From an optimization exercise on the open Yosys and OpenROAD flow, aimed at small area; shortcuts taken in it are not production practice. RTL that was checked went through simulation tests only; none was proved equivalent to the original. For run 1, only the layout was checked, not whether the RTL still works. No activity file was given, so power comes from the tool's default toggle rates.

## flow/design.v

```verilog
module sevenSegmentDisplay(input [6:0] dataIn, output reg [6:0] dataOut1, output reg [6:0] dataOut2);
    function [6:0] seg(input [3:0] d);
        case (d)
            4'd0: seg = 7'b000_0001;
            4'd1: seg = 7'b100_1111;
            4'd2: seg = 7'b001_0010;
            4'd3: seg = 7'b000_0110;
            4'd4: seg = 7'b100_1100;
            4'd5: seg = 7'b010_0100;
            4'd6: seg = 7'b010_0000;
            4'd7: seg = 7'b000_1111;
            4'd8: seg = 7'b000_0000;
            4'd9: seg = 7'b000_0100;
            default: seg = 7'b111_1111;
        endcase
    endfunction
    always @(*) begin
        if (dataIn == 7'b1111111) begin
            dataOut1 = 7'b111_1111;
            dataOut2 = 7'b111_1111;
        end else begin
            dataOut1 = seg(dataIn % 10);
            dataOut2 = seg(dataIn / 10);
        end
    end
endmodule
module main(
    input clk,
    input reset,
    input buttonChangeMode,
    input buttonConfig,
    input buttonChangeLight,
    input buttonIncreaseTime,
    input buttonDecreaseTime,
    input buttonConfirm,
    output [6:0] led7_1,
    output [6:0] led7_2,
    output [6:0] led7_3,
    output [6:0] led7_4,
    output reg [2:0] led1,
    output reg [2:0] led2
);
    localparam M_AUTO = 2'd0, M_CONF = 2'd1, M_MAN = 2'd2;
    reg [1:0] mode;
    wire inAuto = (mode == M_AUTO);
    wire inConf = (mode == M_CONF);
    wire inMan  = (mode == M_MAN);
    wire leave  = inConf & buttonConfig;     
    always @(posedge clk) begin
        if (reset) mode <= M_AUTO;
        else case (mode)
            M_AUTO: if (buttonChangeMode) mode <= M_MAN;
                    else if (buttonConfig) mode <= M_CONF;
            M_MAN:  if (buttonChangeMode) mode <= M_AUTO;
            default: if (buttonConfig) mode <= M_AUTO;
        endcase
    end
    reg [3:0] cnt;
    wire tick = cnt[3] & cnt[0];     
    always @(posedge clk) begin
        if (reset | tick) cnt <= 4'd0;
        else cnt <= cnt + 4'd1;
    end
    reg L;       
    reg X;       
    reg P;       
    wire useBank = inConf & L & ~X;
    always @(posedge clk) begin
        if (reset) L <= 1'b0;
        else if (tick) L <= inConf;
    end
    always @(posedge clk) begin      
        if (tick) X <= leave;
        else if (leave) X <= 1'b1;
    end
    reg [6:0] mg, my;                
    wire [6:0] mr = mg + my;
    reg [1:0] aPh;
    reg [6:0] a1, a2;
    wire aZero = ((aPh[1] ? a2 : a1) == 7'd0);
    wire aRel = ~inAuto;
    reg [6:0] s1, s2;
    always @(*) begin
        s1 = a1; s2 = a2;
        if (aRel) begin
            s1 = mg; s2 = mr;
        end else if (aZero) begin
            case (aPh)
                2'd0: s1 = my;
                2'd1: begin s1 = mr; s2 = mg; end
                2'd2: s2 = my;
                default: begin s1 = mg; s2 = mr; end
            endcase
        end
    end
    wire dn1 = ~aRel & ~(aZero & (aPh == 2'd2));
    wire dn2 = ~aRel & ~(aZero & (aPh == 2'd0));
    always @(posedge clk) begin
        if (reset) begin
            aPh <= 2'd0; a1 <= 7'd5; a2 <= 7'd9;
        end else if (tick & ~(aRel & useBank)) begin
            a1 <= s1 - {6'd0, dn1};
            a2 <= s2 - {6'd0, dn2};
            if (aRel) aPh <= 2'd0;
            else if (aZero) aPh <= aPh + 2'd1;
        end
    end
    reg [1:0] nPh;
    reg [6:0] nY;
    always @(posedge clk) begin
        if (reset) begin
            nPh <= 2'd0; nY <= 7'd4;
        end else if (tick) begin
            if (!inMan) begin
                if (!useBank) begin
                    nPh <= 2'd0; nY <= my;
                end
            end else if (!nPh[0]) begin
                if (buttonChangeLight) nPh <= nPh + 2'd1;
            end else if (nY == 7'd1) begin
                nY <= my; nPh <= nPh + 2'd1;
            end else nY <= nY - 7'd1;
        end
    end
    reg [1:0] cPh;
    reg [6:0] tg, ty, tr;
    reg [6:0] cD;
    wire [6:0] cur = cPh[1] ? ty : cPh[0] ? tg : tr;
    wire incB = buttonIncreaseTime, decB = buttonDecreaseTime;
    wire edit = incB ^ decB;
    wire [6:0] run = incB ? cur : ~cur;
    wire [6:0] tgl = {&run[5:0], &run[4:0], &run[3:0], &run[2:0], &run[1:0], run[0], 1'b1};
    wire wrap = incB ? (cur == 7'd99) : (cur == 7'd1);
    wire [6:0] curN = ~edit ? cur : wrap ? (incB ? 7'd1 : 7'd99) : (cur ^ tgl);
    wire selR = (cPh == 2'd0), selG = (cPh == 2'd1), selY = cPh[1];
    wire [6:0] trN = selR ? curN : tr;
    wire [6:0] tgN = selG ? curN : tg;
    wire [6:0] tyN = selY ? curN : ty;
    wire ok = buttonConfirm & ({1'b0, trN} == {1'b0, tgN} + {1'b0, tyN});
    wire [6:0] eg = P ? tg : mg;
    wire [6:0] ey = P ? ty : my;
    wire [6:0] er = P ? tr : mr;
    wire [6:0] nextMod = cPh[1] ? er : cPh[0] ? ey : eg;
    wire cTick = tick & inConf;
    wire takeNew = cTick & ok & ~buttonConfig;
    wire loadM = takeNew | (P & inConf & (tick | buttonConfig));
    wire [6:0] z = takeNew ? curN : cur;
    always @(posedge clk) begin
        if (reset) begin
            mg <= 7'd5; my <= 7'd4;
        end else if (loadM) begin
            mg <= selG ? z : tg;
            my <= selY ? z : ty;
        end
    end
    wire cRel = ~inConf & (tick | ~L);
    always @(posedge clk) begin
        if (cRel) begin
            cPh <= 2'd0;
            tr <= mr; tg <= mg; ty <= my;
            cD <= mr;
        end else if (cTick) begin
            if (buttonChangeLight) cPh <= cPh[1] ? 2'd0 : cPh + 2'd1;
            if (incB | decB) cD <= curN;
            else if (buttonChangeLight) cD <= nextMod;
            tr <= trN; tg <= tgN; ty <= tyN;
        end
    end
    always @(posedge clk) begin
        if (tick) P <= cTick & buttonConfig & ok;
        else if (leave) P <= 1'b0;
    end
    wire [6:0] lane1 = inAuto ? a1 : inConf ? cD : 7'h7f;
    wire [6:0] lane2 = inAuto ? a2 : inConf ? cD : 7'h7f;
    sevenSegmentDisplay d1(lane1, led7_1, led7_2);
    sevenSegmentDisplay d2(lane2, led7_3, led7_4);
    always @(*) begin
        if (inConf) begin
            led1 = cPh[1] ? 3'b010 : cPh[0] ? 3'b100 : 3'b001;
            led2 = led1;
        end else begin : lights
            reg [1:0] ph;
            ph = inAuto ? aPh : nPh;
            case (ph)
                2'd0: begin led1 = 3'b100; led2 = 3'b001; end
                2'd1: begin led1 = 3'b010; led2 = 3'b001; end
                2'd2: begin led1 = 3'b001; led2 = 3'b100; end
                default: begin led1 = 3'b001; led2 = 3'b010; end
            endcase
        end
    end
endmodule
```

## flow/flow/run.sh

```bash
#!/bin/bash
# Own layout flow: the standard ORFS flow (standard.sh) with
#  - an area-oriented synthesis mapping (see synth.tcl),
#  - the smallest buffer for the port buffers,
#  - clock tree built from small clock buffers, without dummy loads.
# Each tool's output goes to its own log under orfs/logs/; make's output to flow_make.log.
set -euo pipefail
HERE=$(pwd)
bash standard.sh \
  SYNTH_SCRIPT="$HERE/flow/synth.tcl" \
  ADDER_MAP_FILE= \
  BUFFER_PORTS_ARGS="-buffer_cell sky130_fd_sc_hd__buf_1" \
  CTS_ARGS="-sink_clustering_enable -repair_clock_nets -dont_use_dummy_load -buf_list {sky130_fd_sc_hd__clkbuf_8}" \
  finish > "$HERE/flow_make.log" 2>&1
```

## flow/flow/abc.script

```
strash
dc2
balance -l
resub -K 6 -l
rewrite -l
resub -K 6 -N 2 -l
refactor -l
resub -K 8 -l
balance -l
resub -K 8 -N 2 -l
rewrite -l
resub -K 10 -l
rewrite -z -l
resub -K 10 -N 2 -l
balance -l
resub -K 12 -l
refactor -z -l
resub -K 12 -N 2 -l
rewrite -z -l
balance -l
balance -l
resub -K 6 -l
rewrite -l
resub -K 6 -N 2 -l
refactor -l
resub -K 8 -l
balance -l
resub -K 8 -N 2 -l
rewrite -l
resub -K 10 -l
rewrite -z -l
resub -K 10 -N 2 -l
balance -l
resub -K 12 -l
refactor -z -l
resub -K 12 -N 2 -l
rewrite -z -l
balance -l
dc2
dch -f
amap
```

## flow/flow/synth.tcl

```tcl
set ::my_abc_script [file join [file dirname [file normalize [info script]]] abc.script]
proc synth {args} { yosys synth -nofsm -noshare {*}$args }
proc abc {args} {
  foreach opt {-script -D -constr} {
    set i [lsearch -exact $args $opt]
    if {$i >= 0} { set args [lreplace $args $i [expr {$i + 1}]] }
  }
  yosys abc -script $::my_abc_script {*}$args
}
source $::env(SCRIPTS_DIR)/synth.tcl
# left out here: clear keep_hierarchy, flatten, clean up, hide names made inside functions, write 1_2_yosys.v
```

## flow/standard.sh

```bash
#!/bin/bash
# synth_recipe.tcl (not shown) runs the flow's synth.tcl, then flattens the netlist and writes it again
# the make line also repeats each setting of config.mk as NAME=value (left out here)
make -C /OpenROAD-flow-scripts/flow DESIGN_CONFIG=/design/flow/config.mk WORK_HOME=/design/flow/orfs CLKGATE_MAP_FILE= SYNTH_SCRIPT=/design/flow/synth_recipe.tcl "${@:-finish}"
```

## flow/config.mk

```make
export PLATFORM = sky130hd
export DESIGN_NAME = main
export DESIGN_NICKNAME = main
export VERILOG_FILES = /design/flow/design.v
export SDC_FILE = /design/flow/constraint.sdc
export NUM_CORES = 4
export LEC_CHECK = 0
export CAP_MARGIN = 20
export CORE_MARGIN = 2
export CORE_UTILIZATION = 40
export SLEW_MARGIN = 20
```

## flow/constraint.sdc

```tcl
create_clock -name core_clock -period 10.0 [get_ports {clk}]
set_input_delay 2.0000 -clock core_clock [delete_from_list [all_inputs] [get_ports {clk}]]
set_output_delay 2.0000 -clock core_clock [all_outputs]
set_load 0.01 [all_outputs]
```

==> results of run 1 <==
## synth_stat cells, drive strengths merged
library cell	instances
o21ai	98
o211ai	3
a22oi	23
nor4	4
o221a	6
edfxtp	30
nor2	136
o21a	13
or3	3
a211o	1
nor3	20
a221o	1
o41a	1
nand2	77
o221ai	12
o22ai	73
a21oi	61
o31ai	3
a222oi	5
and3	3
o32ai	3
a221oi	10
a31o	1
or2	15
a31oi	14
o2111a	1
o21bai	1
dfxtp	48
a32o	1
nand4	2
nor2b	7
a211oi	12
and2	3
o31a	1
o22a	3
a21boi	1
nand3	5
a2111oi	5
a311oi	1
o211a	1
nand2b	3
nand4b	1
a32oi	1
clkinv	94
## through the flow
step,setup WS [ps],cell area (um^2)
5_1_grt,254.7,6250
4_1_cts,1177,6250
6_report,1191,6250
3_3_place_gp,1635,6126
3_5_place_dp,1606,6126
2_1_floorplan,2329,5662
## worst max-delay path by stage
stage          startpoint        end  depth (start not counted)
2_1_floorplan      cPh[1]      mg[1]                         35
3_3_place_gp      mode[0]  led7_1[5]                         32
3_5_place_dp      mode[0]  led7_1[5]                         32
4_1_cts           mode[0]  led7_1[5]                         32
5_1_grt           mode[0]  led7_1[5]                         32
6_report          mode[0]  led7_1[5]                         32
## layout make-up
class | count | area share
Sequential cell | 78 | 0.2979
Clock buffer | 9 | 0.01982
Timing Repair Buffer | 52 | 0.03784
Tap cell | 180 | 0.03604
Multi-Input combinational cell | 635 | 0.5520
Inverter | 94 | 0.05646
## sequential cells by signal, indices dropped and copies added (netlist names), 4 cells and up
name  count
mg        7
a2        7
my        7
cnt       4
a1        7
tr        7
tg        7
cD        7
nY        7
ty        7
## cells by family after synthesis
| family | after synthesis | share of synthesized area |
|---|---|---|
| AO/OA/AOI/OAI | 356 | 0.3998 |
| buffers and inverters | 94 | 0.06232 |
| flip-flops | 78 | 0.3288 |
| AND/OR/NAND/NOR | 279 | 0.2091 |
## placed cells by master, fill, tap and decap left out, drive strengths merged, types with 2 or more instances in the layout
cell type,n
a222oi,5
nor2,136
nor3,20
o22a,3
o31ai,3
nand2b,3
o211ai,3
o221ai,12
o32ai,3
nand2,77
edfxtp,30
a211oi,12
nor4,4
nand4,2
o21a,13
or3,3
buf,52
dfxtp,48
o22ai,73
a21oi,61
a2111oi,5
a22oi,23
clkbuf,9
nand3,5
a31oi,14
o21ai,98
a221oi,10
and3,3
and2,3
or2,15
nor2b,7
clkinv,94
o221a,6
## power groups by stage
stage,Combinational [mW],Clock (mW),Sequential (mW)
after floorplan,0.288,0,0.361
after global placement,0.400,0,0.367
after detailed placement,0.398,0,0.367
after CTS,0.400,0.194,0.359
after global routing,0.459,0.204,0.362
final,0.401,0.190,0.360
## metal layers
| layer | share of wire | vias up | wire [um] | global-route usage |
|---|---|---|---|---|
| li1 | - | 3175 | - | - |
| met1 | 0.45 | 2944 | 8374 | 0.3428 |
| met2 | 0.44 | 280 | 8105 | 0.3916 |
| met3 | 0.076 | 44 | 1395 | 0.05858 |
| met4 | 0.031 | 0 | 576 | 0.08452 |
| met5 | 0 | - | 0 | 0 |
==> run_results.csv, run 1 <==
group,metric,value,unit
power_and_ir_drop,seq_power_share,0.379,
setup_path,ff2ff_path_depth,37,
final_layout,fin_util,0.4520,
sta,period_share,0.8809,
floorplanning,ios,42,
sta,worst_clock_skew,23.81,ps
logic_synthesis,yosysWarnings,2,
placed_design,placedCellCount,1039,
hold_path,whs_path_depth,1,
final_layout,layout-drive-gt1-share,0.02419,
sta,whs,479.8,ps
clocking,cts_buffer_depth,2,
routing,route.detailed.drc,0,
setup_path,criticalPathCategory,"flip-flop to output pin",
clocking,numCtsBuffers,9,
clocking,hold_buffers,0,
sta,timing.max_slew.rel_slack,0.3806,
routing,dr.first_iter.drc_count,660,
final_layout,syn_to_final_growth,10.39,%
final_layout,regArea,1862,um^2
floorplanning,die-height,123.0,um
setup_path,crit_top_cell,"nor2_1",
hold_path,worstHoldEndpoint,"cnt[0]",
power_and_ir_drop,pwr-share-comb,0.422,
power_and_ir_drop,p_int,0.5586,mW
hold_path,hold_class,"flip-flop to flip-flop",
clocking,cts_setup_buffers,0,
setup_path,slowest_delay,640,ps
setup_path,path_delay_family,"compound AO/OA/AOI/OAI gates",
power_and_ir_drop,irDropWorstVdd,0.00009841,V
sta,fmax,113.5,MHz
floorplanning,core_area,13830,um^2
clocking,cts.clk_slew.worst_paths,70,ps
placed_design,dp_hpwl,14010,um
routing,viasPerCell,6.148,
logic_synthesis,syn_inst,807,
clocking,cts-root-buf,"clkbuf_8",
sta,worst_pin_slew,926.9,ps
power_and_ir_drop,power_density,152.2,nW/um^2
routing,vias,6443,
logic_synthesis,synth.top_cell.area_share,0.1697,
clocking,clock_latency,370,ps
sta,final-max-slew-violation-count,0,
setup_path,cp_max_fo,20,
global_routing,grtUsageTotal,0.2511,
power_and_ir_drop,leakagePower,2.023,nW
clocking,clock_sinks,78,
final_layout,fin_nets,878,
clocking,cts_tree,"yes",
placed_design,portBuffers,41,
power_and_ir_drop,power_frac_clock,0.200,
global_routing,grt_max_degree,29,
floorplanning,die_x,123.0,um
logic_synthesis,synth.top_cells.by_area,"dfxtp_1 (17%), edfxtp_1 (16%), nor2_1 (9.0%), o21ai_0 (8.7%), o22ai_1 (8.1%)",
global_routing,grt_pass1_wl,29700,um
placed_design,place_congestion,0.8904,
routing,wl_per_cell,17.61,um
logic_synthesis,yosysUniqueCellTypes,44,
final_layout,multiInputGateArea,3450,um^2
clocking,cts_max_level,3,
logic_synthesis,synth_nets,815,
global_routing,grt_pass1_vias,5667,
logic_synthesis,yosysTopAreaCell,"dfxtp_1",
run_status,outcome,"no timing/DRC/antenna violations",
routing,drt-total-wl,18450,um
final_layout,fillers,1468,
setup_path,arrival,6810,ps
sta,rsz0062_at_grt,"no",
setup_path,r2r-end,"mg[0]",
power_and_ir_drop,power.switching,0.3928,mW
logic_synthesis,ys_ff_latch,78,
setup_path,critPathBufInv,7,
setup_path,cp.required,8000,ps
final_layout,diodes,0,
logic_synthesis,seq_area_frac_synth,0.3288,
floorplanning,initial_utilization,0.4095,
setup_path,startpoint_type,"flip-flop",
setup_path,endpoint_kind,"output pin",
global_routing,antenna_found_initial,0,
logic_synthesis,syn_avg_cell_area,7.016,um^2
clocking,cts_resized,0,
run,drv_cap,0,
power_and_ir_drop,swShare,0.4129,
sta,fin_crit,8809,ps
setup_path,regToRegSetupSlack,1920,ps
power_and_ir_drop,power,0.9514,mW
global_routing,grt_overflow,0,
setup_path,r2r-start,"cPh[1]",
hold_path,min_from,"cnt[0]",
floorplanning,dieArea,15120,um^2
final_layout,instances_no_fill,1048,
setup_path,cpMaxStageDelayCell,"clkinv_1",
logic_synthesis,synthesis.area,5662,um^2
sta,hold_violations,0,
floorplanning,num_rows,43,
sta,setup-violations-final,0,
sta,finalSetupTns,0,ps
routing,drt_pass1_iterations,7,
routing,ant_nets,0,
==> run 2: changes to the inputs <==
--- a/flow/design.v
+++ b/flow/design.v
@@ -76,31 +76,21 @@
     reg [6:0] mg, my;                
     wire [6:0] mr = mg + my;
     reg [1:0] aPh;
-    reg [6:0] a1, a2;
-    wire aZero = ((aPh[1] ? a2 : a1) == 7'd0);
+    reg [6:0] act, oth;
+    wire [6:0] a1 = aPh[1] ? oth : act;
+    wire [6:0] a2 = aPh[1] ? act : oth;
+    wire aZero = (act == 7'd0);
     wire aRel = ~inAuto;
-    reg [6:0] s1, s2;
-    always @(*) begin
-        s1 = a1; s2 = a2;
-        if (aRel) begin
-            s1 = mg; s2 = mr;
-        end else if (aZero) begin
-            case (aPh)
-                2'd0: s1 = my;
-                2'd1: begin s1 = mr; s2 = mg; end
-                2'd2: s2 = my;
-                default: begin s1 = mg; s2 = mr; end
-            endcase
-        end
-    end
-    wire dn1 = ~aRel & ~(aZero & (aPh == 2'd2));
-    wire dn2 = ~aRel & ~(aZero & (aPh == 2'd0));
+    wire [6:0] sA = aRel ? mg : aZero ? (aPh[0] ? mg : my) : act;
+    wire [6:0] sO = (aRel | (aZero & aPh[0])) ? mr : oth;
+    wire dnA = ~aRel;
+    wire dnO = ~aRel & ~(aZero & ~aPh[0]);
     always @(posedge clk) begin
         if (reset) begin
-            aPh <= 2'd0; a1 <= 7'd5; a2 <= 7'd9;
+            aPh <= 2'd0; act <= 7'd5; oth <= 7'd9;
         end else if (tick & ~(aRel & useBank)) begin
-            a1 <= s1 - {6'd0, dn1};
-            a2 <= s2 - {6'd0, dn2};
+            act <= sA - {6'd0, dnA};
+            oth <= sO - {6'd0, dnO};
             if (aRel) aPh <= 2'd0;
             else if (aZero) aPh <= aPh + 2'd1;
         end
==> flow/config.mk (replaced) <==
export PLATFORM = sky130hd
export DESIGN_NAME = main
export DESIGN_NICKNAME = main
export VERILOG_FILES = /design/flow/design.v
export SDC_FILE = /design/flow/constraint.sdc
export NUM_CORES = 4
export LEC_CHECK = 0
export CAP_MARGIN = 0
export CORE_MARGIN = 2
export CORE_UTILIZATION = 70
export SLEW_MARGIN = 0
==> run 2 against run 1 <==
Compared with the run above: combinational power fell by about 20%; routed wire length decreased by 5.7%; die area down 44%; area after synthesis fell by 3.3%; hold slack worse by 0.69 ps; cell count decreased by 11%; clock power about the same; sequential power shrank 3%; global-route usage increased by 16 points.
==> run_results.csv, run 2 <==
group,metric,value,unit
floorplanning,die-height,92.42,um
clocking,cts.clk_slew.worst_paths,80,ps
final_layout,fillers,605,
floorplanning,ios,42,
global_routing,grt_pass1_vias,5862,
routing,dr_wl_met2,7798,um
logic_synthesis,synth_common_cells,"nor2_1 (130), clkinv_1 (100), o21ai_0 (91)",
logic_synthesis,yosysUniqueCellTypes,39,
power_and_ir_drop,power,0.8554,mW
setup_path,slowest_delay,700,ps
logic_synthesis,synth-edff-count,30,
placed_design,placedCellCount,919,
power_and_ir_drop,irDropWorstVdd,0.00009279,V
logic_synthesis,ys_ff_latch,78,
final_layout,fin_nets,836,
sta,hold_violations,0,
final_layout,diodes,0,
hold_path,min_from,"cnt[3]",
placed_design,dp_hpwl,12650,um
logic_synthesis,syn_avg_cell_area,7.163,um^2
setup_path,cp_max_fo,13,
sta,timing.max_slew.rel_slack,0.2956,
routing,viasPerCell,7.042,
clocking,cts_resized,0,
setup_path,r2r-start,"cPh[1]",
setup_path,cpMaxStageDelayCell,"nor2_1",
setup_path,r2r-end,"mg[3]",
global_routing,grt_pass1_wl,27850,um
global_routing,antenna_found_initial,0,
setup_path,endpoint_kind,"output pin",
final_layout,fin_util,0.7804,
floorplanning,dieArea,8541,um^2
routing,drt_pass1_iterations,9,
floorplanning,die_x,92.42,um
floorplanning,core_area,7647,um^2
routing,vias,6535,
clocking,clock_sinks,78,
setup_path,arrival,7150,ps
clocking,numCtsBuffers,9,
sta,setup_slack,853.4,ps
sta,worst_clock_skew,28.73,ps
final_layout,regArea,1862,um^2
power_and_ir_drop,leakagePower,1.931,nW
logic_synthesis,synth.top_cell.area_share,0.1756,
setup_path,ff2ff_path_depth,33,
hold_path,worstHoldEndpoint,"cnt[3]",
logic_synthesis,syn_inst,764,
logic_synthesis,synthesis.area,5473,um^2
routing,ant_nets,0,
clocking,clock_latency,360,ps
final_layout,layout-drive-gt1-share,0.02542,
sta,final-max-slew-violation-count,0,
routing,dr.first_iter.drc_count,952,
setup_path,crit_top_cell,"clkinv_1",
global_routing,grt_max_degree,30,
logic_synthesis,synth_nets,772,
clocking,cts_max_level,3,
sta,whs,479.1,ps
sta,period_share,0.9147,
placed_design,place_congestion,0.9885,
routing,wl_met1,6362,um
setup_path,startpoint,"mode[1]",
final_layout,final_common_cell,"nor2_1",
setup_path,criticalPathCategory,"flip-flop to output pin",
logic_synthesis,synthFlopType,"dfxtp_1",
placed_design,post-place-ws,1496,ps
routing,wl_met3,2311,um
power_and_ir_drop,power_density,143.3,nW/um^2
logic_synthesis,async_flop_share,0,
setup_path,regToRegSetupSlack,2380,ps
floorplanning,initial_utilization,0.7156,
placed_design,placed_area,5844,um^2
sta,worst_pin_slew,1046,ps
routing,drt-total-wl,17400,um
global_routing,grt_overflow,0,
routing,dr.max_layer_used,"met4",
final_layout,instances_no_fill,928,
final_layout,final_area,5968,um^2
final_layout,syn_to_final_growth,9.053,%
final_layout,final_cell_mix,"nor2_1 (130), clkinv_1 (100), o21ai_0 (91)",
routing,wl_per_cell,18.75,um
clocking,cts_tree,"yes",
global_routing,grtUsageTotal,0.4073,
logic_synthesis,yosysWarnings,2,
logic_synthesis,yosysMostFrequentCell,"nor2_1",
clocking,cts_buffer_depth,2,
logic_synthesis,seq_area_frac_synth,0.3402,
sta,fin_crit,9147,ps
setup_path,cp.required,8000,ps
clocking,hold_buffers,0,
hold_path,whs_path_depth,2,
sta,finalSetupTns,0,ps
sta,rsz0062_at_grt,"no",
sta,fmax,109.3,MHz
logic_synthesis,synth.top_cells.by_area,"dfxtp_1 (18%), edfxtp_1 (16%), nor2_1 (8.9%), o21ai_0 (8.3%), o22ai_1 (7.7%)",
floorplanning,num_rows,32,
hold_path,hold_class,"flip-flop to flip-flop",
clocking,cts_setup_buffers,0,
final_layout,multiInputGateArea,3236,um^2
logic_synthesis,yosysTopAreaCell,"dfxtp_1",
run,drv_cap,0,
sta,setup-violations-final,0,
clocking,cts-root-buf,"clkbuf_8",
placed_design,portBuffers,41,
routing,route.detailed.drc,0,
run_status,outcome,"no timing/DRC/antenna violations",
setup_path,startpoint_type,"flip-flop",
[run 2: cell count changes after synthesis, sizes merged, moves of 4 or more]
cell	change
nor3	-4
nor2	-6
nand2	-18
a221oi	+13
clkinv	+6
o22ai	-6
a21oi	-6
o21ai	-7
[run 2: final cells by class]
type,count,area share
clock buffer,9,0.02075
inverter,100,0.06289
multi-input combinational,586,0.5421
sequential,78,0.3120
tap,102,0.02138
timing repair buffer,53,0.04088
[run 2: report_power, final]
| group | internal (mW) | switching, mW | leakage (nW) |
|---|---|---|---|
| Clock | 0.0806 | 0.108 | 0.0647 |
| Sequential | 0.341 | 0.00768 | 0.710 |
| Combinational | 0.101 | 0.218 | 1.16 |
[run 2: kinds of logic (layout without fill, tap and decap cells)]
family / count (synthesis) / in the layout / synth area share
and+or+nand+nor: 247 / 247 / 0.1925
buffers and inverters: 100 / 162 / 0.06859
AOI/OAI and AO/OA: 339 / 339 / 0.3987
DFF: 78 / 78 / 0.3402
[run 2: per-layer routing]
layer,global-route usage,vias to the layer above
met5,0,-
met4,0.1978,0
met3,0.09845,111
met2,0.6563,531
met1,0.5134,2867
li1,-,3026
[run 2: critical path: cells and delay by family (launching register included)]
kind	cells	cell delay [ps]
compound gates	11	2450
flops	1	380
simple gates	11	2520
buf+inv	8	1420
[run 2: how the worst max path moves through the flow]
stage | cells past startpoint | slack [ps] | end
detailed placement | 30 | 1500 | led7_1[2]
finish | 30 | 850 | led7_1[2]
floorplan | 29 | 2560 | my[6]
global route | 30 | 6 | led7_1[2]
CTS | 30 | 1070 | led7_1[2]
global placement | 30 | 2180 | led7_1[2]
==> run 3: changes to the inputs <==
==> flow/config.mk (replaced) <==
export PLATFORM = sky130hd
export DESIGN_NAME = main
export DESIGN_NICKNAME = main
export VERILOG_FILES = /design/flow/design.v
export SDC_FILE = /design/flow/constraint.sdc
export NUM_CORES = 4
export LEC_CHECK = 0
export CAP_MARGIN = 20
export CORE_MARGIN = 2
export CORE_UTILIZATION = 40
export SLEW_MARGIN = 20
==> run 3 against run 2 <==
Compared with the run above: register-to-register slack better by 350 ps; die area grew 71%; critical endpoint unchanged; global-route usage is 15 points lower; critical path type unchanged.
==> run_results.csv, run 3 <==
group,metric,value,unit
logic_synthesis,async_flop_share,0,
final_layout,diodes,0,
logic_synthesis,yosysTopAreaCell,"dfxtp_1",
logic_synthesis,syn_avg_cell_area,7.163,um^2
setup_path,r2r-end,"my[2]",
final_layout,fillers,1376,
logic_synthesis,synthesis.area,5473,um^2
placed_design,place_congestion,0.8953,
global_routing,grt_pass1_wl,29410,um
setup_path,cp.required,8000,ps
sta,rsz0062_at_grt,"no",
setup_path,r2r-start,"cPh[1]",
final_layout,fin_nets,836,
logic_synthesis,synth.top_cell.area_share,0.1756,
routing,dr.first_iter.drc_count,552,
clocking,cts_tree,"yes",
setup_path,ff2ff_path_depth,30,
clocking,hold_buffers,0,
routing,vias,6332,
setup_path,critPathBufInv,8,
clocking,cts_setup_buffers,0,
routing,ant_nets,0,
sta,worst_pin_slew,1006,ps
final_layout,syn_to_final_growth,10.79,%
setup_path,criticalPathCategory,"flip-flop to output pin",
clocking,clock_latency,370,ps
setup_path,cpMaxStageDelayCell,"nor2_1",
hold_path,min_from,"cnt[0]",
clocking,cts-root-buf,"clkbuf_8",
final_layout,final_cell_mix,"nor2_1 (129), clkinv_1 (100), o21ai_0 (90)",
placed_design,portBuffers,41,
sta,fin_crit,9258,ps
final_layout,final_common_cell,"nor2_1",
logic_synthesis,yosysUniqueCellTypes,39,
floorplanning,die_x,121.0,um
sta,setup-violations-final,0,
power_and_ir_drop,irDropWorstVdd,0.00005859,V
floorplanning,core_area,13300,um^2
clocking,cts_resized,0,
sta,period_share,0.9258,
setup_path,arrival,7260,ps
logic_synthesis,synth_nets,772,
routing,drt-total-wl,18420,um
logic_synthesis,syn_inst,764,
logic_synthesis,synth.top_cells.by_area,"dfxtp_1 (18%), edfxtp_1 (16%), nor2_1 (8.9%), o21ai_0 (8.3%), o22ai_1 (7.7%)",
setup_path,slowest_delay,700,ps
global_routing,grt_overflow,0,
run,drv_cap,0,
setup_path,endpoint_kind,"output pin",
sta,worst_clock_skew,26.51,ps
final_layout,layout-drive-gt1-share,0.02663,
routing,viasPerCell,6.319,
setup_path,path_delay_family,"simple AND/OR/NAND/NOR gates",
sta,timing.max_slew.rel_slack,0.3280,
hold_path,worstHoldEndpoint,"cnt[0]",
logic_synthesis,ys_ff_latch,78,
setup_path,cp_max_fo,13,
power_and_ir_drop,leakagePower,1.932,nW
setup_path,crit_top_cell,"clkinv_1",
setup_path,startpoint_type,"flip-flop",
routing,wl_per_cell,18.38,um
placed_design,post-place-ws,1383,ps
global_routing,grt_max_degree,30,
placed_design,placed_area,5939,um^2
clocking,clock_sinks,78,
global_routing,antenna_found_initial,0,
floorplanning,num_rows,42,
final_layout,fin_util,0.4561,
hold_path,hold_class,"flip-flop to flip-flop",
setup_path,regToRegSetupSlack,2730,ps
run_status,outcome,"no timing/DRC/antenna violations",
sta,finalSetupTns,0,ps
floorplanning,ios,42,
floorplanning,die-height,121.0,um
placed_design,dp_hpwl,13500,um
sta,setup_slack,742.1,ps
logic_synthesis,synth_common_cells,"nor2_1 (130), clkinv_1 (100), o21ai_0 (91)",
sta,whs,485.6,ps
hold_path,whs_path_depth,1,
global_routing,grt_pass1_vias,5834,
floorplanning,initial_utilization,0.4116,
routing,route.detailed.drc,0,
sta,hold_violations,0,
logic_synthesis,yosysWarnings,2,
logic_synthesis,synth-edff-count,30,
sta,fmax,108.0,MHz
logic_synthesis,synthFlopType,"dfxtp_1",
routing,drt_pass1_iterations,7,
sta,final-max-slew-violation-count,0,
clocking,cts.clk_slew.worst_paths,80,ps
final_layout,final_area,6063,um^2
clocking,cts_buffer_depth,2,
global_routing,grtUsageTotal,0.2543,
power_and_ir_drop,power_density,141.2,nW/um^2
logic_synthesis,seq_area_frac_synth,0.3402,
clocking,cts_max_level,3,
floorplanning,dieArea,14630,um^2
clocking,numCtsBuffers,9,
logic_synthesis,yosysMostFrequentCell,"nor2_1",
## run 3: kinds of logic (layout without fill, tap and decap cells)
kind of cell | count (synthesis) | count (layout) | synth area share
AO/OA/AOI/OAI | 339 | 339 | 0.3987
AND/OR/NAND/NOR | 247 | 247 | 0.1925
buffers and inverters | 100 | 162 | 0.06859
flip-flops | 78 | 78 | 0.3402
## run 3: worst register-to-register path: cells and delay by family, from the launching register on
family | cells | cell delay (ps)
simple gates | 9 | 2210
flops | 1 | 310
buf+inv | 7 | 1610
compound gates | 14 | 2970
## run 3: stage by stage
stage	power [mW]	std cells
floorplan	0.5763	764
global placement	0.6559	993
detailed placement	0.6670	993
CTS	0.8565	1002
global route	0.9118	1002
finish	0.8561	1002
## run 3: worst max-delay path by stage
stage / to / slack, ps / from / cells past startpoint
floorplan: my[6] / 2560 / cPh[1] / 29
global placement: led7_1[2] / 2080 / mode[1] / 30
detailed placement: led7_1[2] / 1380 / mode[1] / 30
CTS: led7_1[2] / 940 / mode[1] / 30
global route: led7_1[2] / 70 / mode[1] / 30
finish: led7_1[2] / 740 / mode[1] / 30
## run 3: cell type report
type,count,area [um^2],area share
clock buffers,9,123.9,0.02043
multi-input cells,586,3238,0.5340
inverters,100,375.4,0.06191
well taps,176,220.2,0.03632
repair buffers,53,244.0,0.04024
flip-flops and latches,78,1862,0.3071
## run 3: per-layer routing
metal / global-route usage / part of all wire
met1: 0.3303 / 0.42
met4: 0.1228 / 0.030
met3: 0.03289 / 0.082
met5: 0 / 0
met2: 0.4168 / 0.46
## run 3: report_power, final
part           total [mW]  internal (mW)  switching [mW]
registers           0.349          0.341         0.00823
logic               0.316          0.101           0.214
clock network       0.192         0.0805           0.111
total               0.856          0.522           0.334
==> run 4: changes to the inputs <==
--- a/flow/design.v
+++ b/flow/design.v
@@ -132,15 +132,13 @@
     wire [6:0] er = P ? tr : mr;
     wire [6:0] nextMod = cPh[1] ? er : cPh[0] ? ey : eg;
     wire cTick = tick & inConf;
-    wire takeNew = cTick & ok & ~buttonConfig;
-    wire loadM = takeNew | (P & inConf & (tick | buttonConfig));
-    wire [6:0] z = takeNew ? curN : cur;
+    wire loadM = P & inConf & (tick | buttonConfig);
     always @(posedge clk) begin
         if (reset) begin
             mg <= 7'd5; my <= 7'd4;
         end else if (loadM) begin
-            mg <= selG ? z : tg;
-            my <= selY ? z : ty;
+            mg <= tg;
+            my <= ty;
         end
     end
     wire cRel = ~inConf & (tick | ~L);
@@ -157,7 +155,7 @@
         end
     end
     always @(posedge clk) begin
-        if (tick) P <= cTick & buttonConfig & ok;
+        if (tick) P <= cTick & ok;
         else if (leave) P <= 1'b0;
     end
     wire [6:0] lane1 = inAuto ? a1 : inConf ? cD : 7'h7f;
--- a/flow/config.mk
+++ b/flow/config.mk
@@ -8,4 +8,5 @@
 export CAP_MARGIN = 20
 export CORE_MARGIN = 2
 export CORE_UTILIZATION = 40
+export GPL_TIMING_DRIVEN = 0
 export SLEW_MARGIN = 20
==> run 4 against run 3 <==
Compared with the run above: still clean on timing, DRC and antenna; clock-buffer cell count unchanged; synthesized cell count down 2.1%; die area down 2.4%; hold slack worse by 13 ps; global-route usage down 2.4 points; routed wire length down 12%; cell count down 2.5%; register-to-register slack worse by 330 ps; sequential cell count unchanged; sequential power about the same; combinational power up 3%; area after synthesis down 2.4%; highest routed layer unchanged.
==> run_results.csv, run 4 <==
group,metric,value,unit
run_status,outcome,"no timing/DRC/antenna violations",
final_layout,final_common_cell,"nor2_1",
global_routing,grt_pass1_wl,26460,um
sta,fin_crit,9043,ps
final_layout,fin_nets,811,
logic_synthesis,syn_inst,748,
setup_path,slowest_delay,630,ps
setup_path,endpoint_kind,"output pin",
logic_synthesis,synth_common_cells,"nor2_1 (115), clkinv_1 (110), o21ai_0 (105)",
floorplanning,dieArea,14290,um^2
routing,wl_per_cell,16.59,um
setup_path,crit_top_cell,"o21ai_0",
setup_path,cpMaxStageDelayCell,"nor2_2",
global_routing,grtUsageTotal,0.2300,
setup_path,criticalPathCategory,"flip-flop to output pin",
logic_synthesis,yosysWarnings,2,
clocking,clock_sinks,78,
setup_path,endpoint,"led7_3[4]",
logic_synthesis,yosysTopAreaCell,"dfxtp_1",
placed_design,place_congestion,0.8786,
global_routing,grt_pass1_vias,5279,
sta,period_share,0.9043,
routing,viasPerCell,6.055,
floorplanning,die-height,119.5,um
floorplanning,initial_utilization,0.4064,
logic_synthesis,synthFlopType,"dfxtp_1",
final_layout,syn_to_final_growth,10.24,%
final_layout,final_cell_mix,"nor2_1 (112), clkinv_1 (110), o21ai_0 (104)",
sta,rsz0062_at_grt,"no",
floorplanning,ios,42,
global_routing,grt_overflow,0,
setup_path,r2r-end,"P",
setup_path,path_delay_family,"compound AO/OA/AOI/OAI gates",
final_layout,instances_no_fill,977,
final_layout,final_area,5886,um^2
power_and_ir_drop,leakagePower,1.855,nW
routing,drt-total-wl,16210,um
sta,fmax,110.6,MHz
setup_path,cp.required,8000,ps
clocking,cts_resized,0,
clocking,clock_latency,370,ps
logic_synthesis,yosysUniqueCellTypes,36,
hold_path,whs_path_depth,1,
logic_synthesis,synthesis.area,5339,um^2
setup_path,r2r-start,"cPh[1]",
floorplanning,die_x,119.5,um
routing,drt_pass1_iterations,5,
hold_path,hold_class,"flip-flop to flip-flop",
sta,hold_violations,0,
logic_synthesis,synth.top_cell.area_share,0.1800,
placed_design,placedCellCount,967,
routing,route.detailed.drc,0,
logic_synthesis,async_flop_share,0,
setup_path,regToRegSetupSlack,2400,ps
floorplanning,core_area,13140,um^2
placed_design,placed_area,5742,um^2
setup_path,startpoint,"mode[1]",
hold_path,min_from,"cnt[0]",
sta,finalSetupTns,0,ps
logic_synthesis,synth.top_cells.by_area,"dfxtp_1 (18%), edfxtp_1 (17%), o21ai_0 (9.8%), nor2_1 (8.1%), clkinv_1 (7.7%)",
power_and_ir_drop,irDropWorstVdd,0.00005287,V
clocking,hold_buffers,0,
logic_synthesis,yosysMostFrequentCell,"nor2_1",
power_and_ir_drop,power_density,146.8,nW/um^2
setup_path,arrival,7040,ps
clocking,cts-root-buf,"clkbuf_8",
clocking,cts_setup_buffers,0,
final_layout,diodes,0,
placed_design,portBuffers,41,
global_routing,grt_max_degree,40,
logic_synthesis,seq_area_frac_synth,0.3487,
setup_path,startpoint_type,"flip-flop",
logic_synthesis,ys_ff_latch,78,
power_and_ir_drop,power,0.8638,mW
clocking,cts.clk_slew.worst_paths,90,ps
sta,setup-violations-final,0,
sta,worst_clock_skew,22.12,ps
floorplanning,num_rows,42,
clocking,numCtsBuffers,9,
clocking,cts_tree,"yes",
routing,dr.first_iter.drc_count,549,
routing,ant_nets,0,
routing,vias,5916,
setup_path,cp_max_fo,16,
logic_synthesis,syn_avg_cell_area,7.138,um^2
sta,worst_pin_slew,1032,ps
logic_synthesis,synth_nets,756,
setup_path,critPathBufInv,7,
final_layout,layout-drive-gt1-share,0.02122,
placed_design,dp_hpwl,12300,um
logic_synthesis,synth-edff-count,30,
clocking,cts_max_level,3,
run,drv_cap,0,
sta,timing.max_slew.rel_slack,0.3076,
setup_path,cp.depth,29,
global_routing,antenna_found_initial,0,
clocking,cts_buffer_depth,2,
setup_path,ff2ff_path_depth,29,
sta,final-max-slew-violation-count,0,
[run 4: cell types whose count changed after synthesis, moves of 6 or more]
cell and delta:
nor2_1 -15, a21oi_1 +6, o22ai_1 -15, a22oi_1 -8, a221oi_1 +8, o21ai_0 +14, nor3_1 -7, or2_0 -7
clkinv_1 +10
[run 4: kinds of logic after synthesis]
group / after synthesis / synth area share
flip-flops: 78 / 0.3487
AND/OR/NAND/NOR: 228 / 0.1809
AO/OA/AOI/OAI: 332 / 0.3930
buffers and inverters: 110 / 0.07734
[run 4: cell type report]
type / count / area (um^2)
timing repair buffer: 44 / 187.7
sequential: 78 / 1862
multi-input combinational: 560 / 3079
fill: 1346 / 7252
clock buffer: 9 / 123.9
inverter: 110 / 412.9
tap: 176 / 220.2
[run 4: routing by layer]
metal  global-route usage  part of all wire  vias up
li1                     -                 -     2916
met1               0.3005              0.45     2725
met2               0.3732              0.46      240
met3              0.04800             0.063       35
met4              0.09044             0.028        0
met5                    0                 0        -
[run 4: metrics by stage]
step           utilization  worst slack (ps)  hold WS (ps)
2_1_floorplan            -              2498         430.4
3_3_place_gp        0.4349              1348         440.9
3_5_place_dp        0.4370              1170         459.0
4_1_cts             0.4465             713.8         478.7
5_1_grt             0.4480             297.1         514.6
6_report            0.4480             957.2         472.2
[run 4: power breakdown]
part	internal, mW	leakage, nW	switching [mW]
clock network	0.0806	0.0647	0.111
registers	0.340	0.711	0.00745
logic	0.105	1.08	0.220
total	0.526	1.85	0.338
[run 4: worst min path at each step]
stage          endpoint  slack (ps)
2_1_floorplan    cnt[0]         430
3_3_place_gp     cnt[0]         440
3_5_place_dp     cnt[0]         460
4_1_cts          cnt[0]         480
5_1_grt          cnt[0]         510
6_report         cnt[0]         470
==> run 5: changes to the inputs <==
--- a/flow/config.mk
+++ b/flow/config.mk
@@ -8,5 +8,4 @@
 export CAP_MARGIN = 20
 export CORE_MARGIN = 2
 export CORE_UTILIZATION = 40
-export GPL_TIMING_DRIVEN = 0
 export SLEW_MARGIN = 20
==> run 5 against run 4 <==
Compared with the run above: still clean on timing, DRC and antenna; critical path depth stayed put; clock power hardly changed; utilization is essentially flat; largest power group unchanged.
==> run_results.csv, run 5 <==
group,metric,value,unit
global_routing,grt_max_degree,36,
power_and_ir_drop,power_frac_clock,0.219,
logic_synthesis,synth_common_cells,"nor2_1 (115), clkinv_1 (110), o21ai_0 (105)",
logic_synthesis,yosysUniqueCellTypes,36,
routing,ant_nets,0,
sta,whs,471.3,ps
final_layout,final_cell_mix,"nor2_1 (114), clkinv_1 (110), o21ai_0 (105)",
floorplanning,ios,42,
floorplanning,dieArea,14290,um^2
sta,hold_violations,0,
clocking,cts_buffer_depth,2,
logic_synthesis,synth.top_cells.by_area,"dfxtp_1 (18%), edfxtp_1 (17%), o21ai_0 (9.8%), nor2_1 (8.1%), clkinv_1 (7.7%)",
sta,finalSetupTns,0,ps
logic_synthesis,syn_inst,748,
routing,drt-total-wl,17140,um
floorplanning,die_x,119.5,um
sta,period_share,0.9061,
setup_path,endpoint_kind,"output pin",
sta,worst_clock_skew,21.18,ps
sta,setup-violations-final,0,
logic_synthesis,yosysMostFrequentCell,"nor2_1",
run_status,outcome,"no timing/DRC/antenna violations",
sta,rsz0062_at_grt,"no",
setup_path,cp_max_fo,16,
setup_path,startpoint,"mode[1]",
sta,fmax,110.4,MHz
setup_path,crit_top_cell,"o21ai_0",
clocking,clock_sinks,78,
floorplanning,initial_utilization,0.4064,
global_routing,grtUsageTotal,0.2397,
final_layout,syn_to_final_growth,10.17,%
final_layout,layout-drive-gt1-share,0.01990,
routing,route.detailed.drc,0,
hold_path,whs_path_depth,1,
hold_path,hold_class,"flip-flop to flip-flop",
floorplanning,core_area,13140,um^2
logic_synthesis,synth_nets,756,
power_and_ir_drop,power_density,146.9,nW/um^2
setup_path,r2r-start,"cPh[1]",
logic_synthesis,synth-edff-count,30,
placed_design,place_congestion,0.8794,
run,drv_cap,0,
sta,worst_pin_slew,1031,ps
power_and_ir_drop,power.switching,0.3387,mW
logic_synthesis,syn_avg_cell_area,7.138,um^2
logic_synthesis,ys_ff_latch,78,
power_and_ir_drop,leakagePower,1.862,nW
power_and_ir_drop,pwr-share-comb,0.379,
power_and_ir_drop,p_int,0.5253,mW
logic_synthesis,synthesis.area,5339,um^2
final_layout,multiInputGateArea,3067,um^2
setup_path,endpoint,"led7_3[4]",
power_and_ir_drop,seq_power_share,0.402,
global_routing,grt_pass1_vias,5312,
clocking,hold_buffers,0,
placed_design,placedCellCount,970,
setup_path,r2r-end,"P",
sta,final-max-slew-violation-count,0,
logic_synthesis,async_flop_share,0,
routing,dr.first_iter.drc_count,613,
clocking,numCtsBuffers,9,
clocking,clock_latency,370,ps
clocking,cts_tree,"yes",
routing,viasPerCell,6.146,
routing,wl_per_cell,17.49,um
final_layout,fin_nets,814,
floorplanning,die-height,119.5,um
placed_design,dp_hpwl,12770,um
logic_synthesis,synth.top_cell.area_share,0.1800,
logic_synthesis,yosysWarnings,2,
final_layout,diodes,0,
setup_path,cpMaxStageDelayCell,"nor2_1",
setup_path,cp.required,8000,ps
setup_path,startpoint_type,"flip-flop",
setup_path,criticalPathCategory,"flip-flop to output pin",
final_layout,final_area,5882,um^2
global_routing,antenna_found_initial,0,
clocking,cts_resized,0,
sta,timing.max_slew.rel_slack,0.3111,
logic_synthesis,seq_area_frac_synth,0.3487,
power_and_ir_drop,swShare,0.3920,
setup_path,regToRegSetupSlack,2520,ps
final_layout,instances_no_fill,980,
final_layout,final_common_cell,"nor2_1",
placed_design,portBuffers,41,
global_routing,grt_overflow,0,
final_layout,regArea,1862,um^2
floorplanning,num_rows,42,
logic_synthesis,yosysTopAreaCell,"dfxtp_1",
logic_synthesis,synthFlopType,"dfxtp_1",
power_and_ir_drop,power,0.8640,mW
final_layout,fillers,1345,
global_routing,grt_pass1_wl,27180,um
routing,drt_pass1_iterations,7,
setup_path,ff2ff_path_depth,30,
clocking,cts-root-buf,"clkbuf_8",
setup_path,arrival,7060,ps
power_and_ir_drop,irDropWorstVdd,0.00006591,V
routing,vias,6023,
placed_design,placed_area,5753,um^2
clocking,cts_max_level,3,
clocking,cts_setup_buffers,0,
setup_path,slowest_delay,790,ps
clocking,cts.clk_slew.worst_paths,90,ps
sta,fin_crit,9061,ps
## run 5: cell counts after synthesis
Identical to the previous run, type by type.
## run 5: worst min path at each step
stage	start	to	slack, ps
floorplan	cnt[0]	cnt[0]	430
finish	cnt[0]	cnt[0]	470
detailed placement	cnt[0]	cnt[0]	460
CTS	cnt[0]	cnt[0]	480
global placement	cnt[0]	cnt[0]	450
global route	cnt[0]	cnt[0]	510
## run 5: metal layers
layer  global-route usage  part of all wire  vias up
met1               0.3133              0.43     2764
met3              0.04515             0.082       28
met5                    0                 0        -
li1                     -                 -     2921
met4              0.06176             0.016        0
met2               0.4079              0.47      310
## run 5: cell families after synthesis
kind of cell / synth area share
and+or+nand+nor: 0.1809
DFF: 0.3487
AOI/OAI and AO/OA: 0.3930
buffers and inverters: 0.07734
## run 5: power by group through the flow
stage,Sequential (mW),Combinational (mW),Clock [mW]
2_1_floorplan,0.352,0.230,0
3_3_place_gp,0.354,0.311,0
3_5_place_dp,0.354,0.321,0
4_1_cts,0.347,0.323,0.194
5_1_grt,0.348,0.364,0.206
6_report,0.347,0.327,0.189
## run 5: layout make-up
| type | count | share of cell area |
|---|---|---|
| multi-input cells | 560 | 0.5214 |
| clock buffers | 9 | 0.02106 |
| well taps | 176 | 0.03744 |
| repair buffers | 47 | 0.03340 |
| inverters | 110 | 0.07020 |
| flip-flops and latches | 78 | 0.3165 |
## run 5: through the flow
stage                       util  worst slack (ps)
after floorplan                -              2498
after global placement    0.4379              1980
after detailed placement  0.4379              1529
after CTS                 0.4473              1084
after global routing      0.4477             154.8
final                     0.4477             939.4
## run 5: critical path, delay by kind of cell, from the launching register on
kind / cells / cell delay [ps]
buffers and inverters: 7 / 1250
flip-flops: 1 / 390
AND/OR/NAND/NOR: 10 / 2450
AO/OA/AOI/OAI: 12 / 2570
==> run 6: changes to the inputs <==
--- a/flow/flow/abc.script
+++ b/flow/flow/abc.script
@@ -36,6 +36,5 @@
 resub -K 12 -N 2 -l
 rewrite -z -l
 balance -l
-dc2
 dch -f
-amap
+amap -F 8 -A 16 -C 1000
==> run 6 against run 5 <==
Compared with the run above: clock skew decreased by 7.2 ps; critical path depth increased by 1; global-route usage decreased by 0.19 points; clock-buffer cell count unchanged; worst setup slack improved by 110 ps; synthesized cell count decreased by 2.7%; die area decreased by 0.75%; highest routed layer unchanged; combinational power increased by 2%; non-clock buffer count unchanged.
==> run_results.csv, run 6 <==
group,metric,value,unit
run_status,outcome,"no timing/DRC/antenna violations",
power_and_ir_drop,seq_power_share,0.399,
logic_synthesis,seq_area_frac_synth,0.3514,
clocking,hold_buffers,0,
global_routing,gr-usage-met1,0.3095,
floorplanning,die-height,119.1,um
setup_path,cpMaxStageDelayCell,"nor2_1",
global_routing,grt_util_met3,0.02826,
routing,drt_pass1_iterations,5,
setup_path,slowest_delay,480,ps
global_routing,grt_overflow,0,
placed_design,place_congestion,0.9082,
logic_synthesis,yosysWarnings,2,
final_layout,final_cell_mix,"clkinv_1 (113), nor2_1 (107), o21ai_0 (89)",
global_routing,grtUsageTotal,0.2378,
final_layout,fin_util,0.4466,
routing,wl_per_cell,17.64,um
power_and_ir_drop,p_int,0.5304,mW
logic_synthesis,synth-edff-count,30,
power_and_ir_drop,leakagePower,1.865,nW
global_routing,met2_usage,0.4016,
logic_synthesis,syn_inst,728,
final_layout,fin_nets,794,
clocking,cts_max_level,3,
sta,worst_clock_skew,14.03,ps
power_and_ir_drop,power_frac_clock,0.218,
power_and_ir_drop,pwr-share-comb,0.383,
routing,viasPerCell,6.234,
power_and_ir_drop,swShare,0.3929,
logic_synthesis,synth.top_cell.area_share,0.1814,
setup_path,criticalPathCategory,"flip-flop to output pin",
placed_design,dp_hpwl,12680,um
setup_path,cp_max_fo,14,
final_layout,final_common_cell,"clkinv_1",
sta,period_share,0.8953,
run,drv_cap,0,
final_layout,diodes,0,
global_routing,grt_pass1_wl,27200,um
clocking,cts_buffer_depth,2,
power_and_ir_drop,irDropWorstVdd,0.00005617,V
clocking,cts-root-buf,"clkbuf_8",
final_layout,layout-drive-gt1-share,0.02041,
floorplanning,core_area,13090,um^2
setup_path,crit_top_cell,"clkinv_1",
sta,final-max-slew-violation-count,0,
routing,drt-total-wl,16940,um
placed_design,placed_area,5720,um^2
clocking,cts_tree,"yes",
floorplanning,dieArea,14180,um^2
placed_design,placedCellCount,951,
sta,fmax,111.7,MHz
setup_path,cp.required,8000,ps
logic_synthesis,synth.top_cells.by_area,"dfxtp_1 (18%), edfxtp_1 (17%), o21ai_0 (8.5%), o22ai_1 (8.3%), clkinv_1 (8.0%)",
floorplanning,ios,42,
clocking,cts_resized,0,
sta,timing.max_slew.rel_slack,0.4371,
hold_path,hold_class,"flip-flop to flip-flop",
sta,rsz0062_at_grt,"no",
global_routing,grt-busiest-layer,"met2",
global_routing,antenna_found_initial,0,
power_and_ir_drop,power_density,149.5,nW/um^2
final_layout,syn_to_final_growth,10.32,%
logic_synthesis,synthesis.area,5298,um^2
clocking,numCtsBuffers,9,
setup_path,endpoint_kind,"output pin",
logic_synthesis,ys_ff_latch,78,
clocking,clock_sinks,78,
sta,finalSetupTns,0,ps
placed_design,portBuffers,41,
logic_synthesis,yosysMostFrequentCell,"clkinv_1",
floorplanning,num_rows,42,
clocking,cts.clk_slew.worst_paths,70,ps
sta,fin_crit,8953,ps
routing,ant_nets,0,
power_and_ir_drop,power.switching,0.3433,mW
routing,vias,5985,
sta,setup-violations-final,0,
logic_synthesis,syn_avg_cell_area,7.277,um^2
routing,route.detailed.drc,0,
placed_design,post-place-ws,1606,ps
logic_synthesis,yosysUniqueCellTypes,40,
logic_synthesis,yosysTopAreaCell,"dfxtp_1",
logic_synthesis,synthFlopType,"dfxtp_1",
final_layout,fillers,1339,
sta,hold_violations,0,
power_and_ir_drop,power,0.8737,mW
setup_path,startpoint_type,"flip-flop",
logic_synthesis,async_flop_share,0,
global_routing,grt_max_degree,32,
global_routing,grt_pass1_vias,5405,
sta,setup_slack,1047,ps
logic_synthesis,synth_nets,736,
setup_path,arrival,6950,ps
floorplanning,die_x,119.1,um
sta,whs,453.7,ps
routing,dr.first_iter.drc_count,549,
sta,worst_pin_slew,839.2,ps
final_layout,final_area,5844,um^2
floorplanning,initial_utilization,0.4049,
clocking,cts_setup_buffers,0,
logic_synthesis,synth_common_cells,"clkinv_1 (113), nor2_1 (107), o21ai_0 (90)",
clocking,clock_latency,360,ps
final_layout,instances_no_fill,960,
[run 6: layout make-up]
| cell class | count | area [um^2] | area share |
|---|---|---|---|
| timing repair buffer | 47 | 198.9 | 0.03404 |
| tap | 176 | 220.2 | 0.03768 |
| multi-input combinational | 537 | 3015 | 0.5159 |
| sequential | 78 | 1862 | 0.3186 |
| inverter | 113 | 424.2 | 0.07258 |
| clock buffer | 9 | 123.9 | 0.02119 |
[run 6: worst max-delay path, delay by kind of cell (launching register included)]
family | cells | cell delay, ps
AO/OA/AOI/OAI | 10 | 2010
buffers and inverters | 12 | 2160
flip-flops | 1 | 370
AND/OR/NAND/NOR | 8 | 2040
[run 6: cell families after synthesis]
| kind of cell | share of synthesized area |
|---|---|
| AO/OA/AOI/OAI | 0.3992 |
| buffers and inverters | 0.08007 |
| AND/OR/NAND/NOR | 0.1677 |
| XOR/XNOR | 0.001654 |
| flip-flops | 0.3514 |
[run 6: power groups by stage]
stage | sequential (mW) | clock, mW | combinational (mW)
2_1_floorplan | 0.353 | 0 | 0.237
4_1_cts | 0.348 | 0.194 | 0.332
3_5_place_dp | 0.355 | 0 | 0.331
3_3_place_gp | 0.355 | 0 | 0.320
6_report | 0.348 | 0.191 | 0.335
5_1_grt | 0.349 | 0.206 | 0.375
[run 6: worst paths after layout]
check | from | to | slack (ps) | cells after the start
hold reg to reg | cnt[2] | cnt[2] | 450 | 1
setup / recovery | mode[1] | led7_3[4] | 1050 | 30
hold / removal | cnt[2] | cnt[2] | 450 | 1
setup reg to reg | cPh[1] | P | 2490 | 26
[run 6: metal layers]
layer	vias up	wire, um
met2	282	7923
met1	2789	7268
met5	-	0
met4	0	533
met3	39	1210
li1	2875	-
==> run 7: changes to the inputs <==
--- a/flow/design.v
+++ b/flow/design.v
@@ -115,22 +115,20 @@
     reg [1:0] cPh;
     reg [6:0] tg, ty, tr;
     reg [6:0] cD;
-    wire [6:0] cur = cPh[1] ? ty : cPh[0] ? tg : tr;
     wire incB = buttonIncreaseTime, decB = buttonDecreaseTime;
+    wire [1:0] cIdx = (incB | decB) ? cPh : (cPh[1] ? 2'd0 : cPh + 2'd1);
+    wire [6:0] cur = cIdx[1] ? ty : cIdx[0] ? tg : tr;
     wire edit = incB ^ decB;
     wire [6:0] run = incB ? cur : ~cur;
     wire [6:0] tgl = {&run[5:0], &run[4:0], &run[3:0], &run[2:0], &run[1:0], run[0], 1'b1};
     wire wrap = incB ? (cur == 7'd99) : (cur == 7'd1);
     wire [6:0] curN = ~edit ? cur : wrap ? (incB ? 7'd1 : 7'd99) : (cur ^ tgl);
     wire selR = (cPh == 2'd0), selG = (cPh == 2'd1), selY = cPh[1];
-    wire [6:0] trN = selR ? curN : tr;
-    wire [6:0] tgN = selG ? curN : tg;
-    wire [6:0] tyN = selY ? curN : ty;
+    wire [6:0] trN = (selR & edit) ? curN : tr;
+    wire [6:0] tgN = (selG & edit) ? curN : tg;
+    wire [6:0] tyN = (selY & edit) ? curN : ty;
     wire ok = buttonConfirm & ({1'b0, trN} == {1'b0, tgN} + {1'b0, tyN});
-    wire [6:0] eg = P ? tg : mg;
-    wire [6:0] ey = P ? ty : my;
-    wire [6:0] er = P ? tr : mr;
-    wire [6:0] nextMod = cPh[1] ? er : cPh[0] ? ey : eg;
+    wire [6:0] nextMod = P ? cur : cPh[1] ? mr : cPh[0] ? my : mg;
     wire cTick = tick & inConf;
     wire loadM = P & inConf & (tick | buttonConfig);
     always @(posedge clk) begin
==> run 7 against run 6 <==
Compared with the run above: still clean on timing, DRC and antenna; first-iteration DRC count decreased by 7.7%; worst setup slack better by 26 ps; global-route usage grew 0.61 points; clock-buffer cell count stayed put; largest power group is now combinational cells.
==> run_results.csv, run 7 <==
group,metric,value,unit
final_layout,regArea,1862,um^2
sta,timing.max_slew.rel_slack,0.3619,
logic_synthesis,seq_area_frac_synth,0.3549,
sta,worst_clock_skew,17.55,ps
setup_path,arrival,6930,ps
logic_synthesis,async_flop_share,0,
setup_path,criticalPathCategory,"flip-flop to output pin",
logic_synthesis,synth_nets,730,
hold_path,hold_class,"flip-flop to flip-flop",
power_and_ir_drop,power,0.8919,mW
logic_synthesis,synth.top_cells.by_area,"dfxtp_1 (18%), edfxtp_1 (17%), nor2_1 (8.3%), o22ai_1 (8.2%), o21ai_0 (8.1%)",
final_layout,multiInputGateArea,2967,um^2
setup_path,startpoint_type,"flip-flop",
final_layout,diodes,0,
global_routing,grt_max_degree,31,
sta,finalSetupTns,0,ps
floorplanning,die_x,118.5,um
sta,whs,441.4,ps
routing,ant_nets,0,
clocking,cts_max_level,3,
global_routing,grt_pass1_wl,27550,um
clocking,clock_sinks,78,
sta,setup_slack,1073,ps
clocking,clock_latency,360,ps
final_layout,fin_nets,789,
final_layout,final_common_cell,"nor2_1",
routing,viasPerCell,6.121,
sta,final-max-slew-violation-count,0,
routing,drt-total-wl,17190,um
clocking,cts-root-buf,"clkbuf_8",
final_layout,layout-drive-gt1-share,0.02311,
logic_synthesis,yosysUniqueCellTypes,36,
global_routing,grt_pass1_vias,5486,
run,drv_cap,0,
logic_synthesis,yosysWarnings,2,
floorplanning,dieArea,14050,um^2
setup_path,cpMaxStageDelayCell,"clkinvlp_4",
floorplanning,die-height,118.5,um
logic_synthesis,synth.top_cell.area_share,0.1832,
final_layout,final_area,5798,um^2
setup_path,endpoint_kind,"output pin",
placed_design,dp_hpwl,13260,um
clocking,cts_tree,"yes",
power_and_ir_drop,power_density,153.8,nW/um^2
sta,hold_violations,0,
global_routing,grt_overflow,0,
logic_synthesis,syn_avg_cell_area,7.266,um^2
floorplanning,num_rows,41,
setup_path,slowest_delay,390,ps
global_routing,grtUsageTotal,0.2439,
sta,period_share,0.8927,
logic_synthesis,syn_inst,722,
final_layout,syn_to_final_growth,10.52,%
routing,drt_pass1_iterations,5,
clocking,numCtsBuffers,9,
placed_design,portBuffers,41,
setup_path,cp_max_fo,17,
placed_design,placed_area,5668,um^2
sta,fin_crit,8927,ps
routing,route.detailed.drc,0,
sta,worst_pin_slew,953.6,ps
floorplanning,core_area,12720,um^2
logic_synthesis,yosysTopAreaCell,"dfxtp_1",
logic_synthesis,synthesis.area,5246,um^2
final_layout,fillers,1357,
setup_path,crit_top_cell,"nor2_1",
power_and_ir_drop,leakagePower,1.876,nW
power_and_ir_drop,irDropWorstVdd,0.00008021,V
setup_path,cp.required,8000,ps
clocking,cts_setup_buffers,0,
clocking,cts_buffer_depth,2,
logic_synthesis,yosysMostFrequentCell,"nor2_1",
sta,rsz0062_at_grt,"no",
sta,setup-violations-final,0,
floorplanning,ios,42,
routing,vias,5821,
logic_synthesis,ys_ff_latch,78,
floorplanning,initial_utilization,0.4124,
sta,fmax,112.0,MHz
logic_synthesis,synth_common_cells,"nor2_1 (116), clkinv_1 (112), o21ai_0 (85)",
logic_synthesis,synth-edff-count,30,
placed_design,post-place-ws,1243,ps
clocking,cts.clk_slew.worst_paths,80,ps
final_layout,final_cell_mix,"nor2_1 (115), clkinv_1 (111), o21ai_0 (83)",
routing,wl_per_cell,18.08,um
global_routing,antenna_found_initial,0,
placed_design,place_congestion,0.9326,
run_status,outcome,"no timing/DRC/antenna violations",
logic_synthesis,synthFlopType,"dfxtp_1",
routing,dr.first_iter.drc_count,507,
## run 7: cell count changes after synthesis, moves of 3 or more
cell and delta:
nor2_1 +9, a21oi_1 -6, a221oi_1 -3, nor4_1 -3
o211ai_1 +3, o21ai_0 -5, nor2b_1 +3, nor3_1 -4
## run 7: cells by family after synthesis
kind of cell,count (synthesis),synth area share
buffers and inverters,112,0.08013
AO/OA/AOI/OAI,317,0.3916
AND/OR/NAND/NOR,214,0.1717
XOR/XNOR,1,0.001670
flip-flops,78,0.3549
## run 7: layout make-up
type / instances / area share
clock buffer: 9 / 0.02136
inverter: 112 / 0.07315
multi-input combinational: 532 / 0.5117
sequential: 78 / 0.3211
tap: 172 / 0.03712
timing repair buffer: 48 / 0.03561
## run 7: worst paths after layout
| check | from | end | slack, ps | depth (start not counted) |
|---|---|---|---|---|
| worst min-delay path | cnt[3] | cnt[3] | 440 | 2 |
| worst min register to register | cnt[3] | cnt[3] | 440 | 2 |
| worst max-delay path | mode[1] | led7_1[2] | 1070 | 30 |
| worst max register to register | cPh[1] | P | 3410 | 27 |
## run 7: metal layers
| metal | share of wire | GRT usage |
|---|---|---|
| met5 | 0 | 0 |
| met2 | 0.46 | 0.3904 |
| met1 | 0.44 | 0.3178 |
| met4 | 0.029 | 0.09896 |
| met3 | 0.075 | 0.05454 |
## run 7: what timing repair did
action                     CTS  global route
setup endpoints to repair    0             5
hold buffers                 0             0
resized for setup            0             3
## run 7: power breakdown
group | total [mW] | switching, mW | internal (mW)
registers | 0.349 | 0.00782 | 0.341
clock network | 0.187 | 0.106 | 0.0805
logic | 0.356 | 0.241 | 0.115
## run 7: critical path: cells and delay by family, from the launching register on
| family | cells | cell delay [ps] |
|---|---|---|
| simple gates | 12 | 2300 |
| compound gates | 11 | 2440 |
| buf+inv | 7 | 1430 |
| flops | 1 | 380 |
## run 7: through the flow
| step | utilization | instances |
|---|---|---|
| after floorplan | - | 722 |
| after global placement | 0.4455 | 942 |
| after detailed placement | 0.4455 | 942 |
| after CTS | 0.4553 | 951 |
| after global routing | 0.4557 | 951 |
| final | 0.4557 | 951 |

## re-timing with driven ports
The flow's constraints put no driver on any port. The routed layouts listed below were extracted and timed again, unchanged, in two steps.
Step 1: set_driving_cell puts a clkbuf_16 on clk and a buf_2 on each other input, an assumption about the parent block.
Step 2 also shifts input and output timing later by t, the mid clock arrival at the registers, as if the neighbouring blocks saw the same clock.
Three values: ideal ports, drivers, drivers and shift; two values: the first two.
run | t, ns | setup slack, ns | pins driven straight from the clock port
run 1 | 0.395 | 1.191 / 1.158 / 1.553 | 1
run 2 | 0.386 | 0.853 / 0.813 / 1.199 | 1
run 3 | 0.394 | 0.742 / 0.708 / 1.102 | 1
run 4 | 0.395 | 0.957 / 0.921 / 1.316 | 1
run 5 | 0.400 | 0.939 / 0.904 / 1.304 | 1
run 6 | 0.389 | 1.047 / 1.012 / 1.401 | 1
run 7 | 0.392 | 1.073 / 1.037 / 1.429 | 1
After both steps every run listed still meets setup and hold.
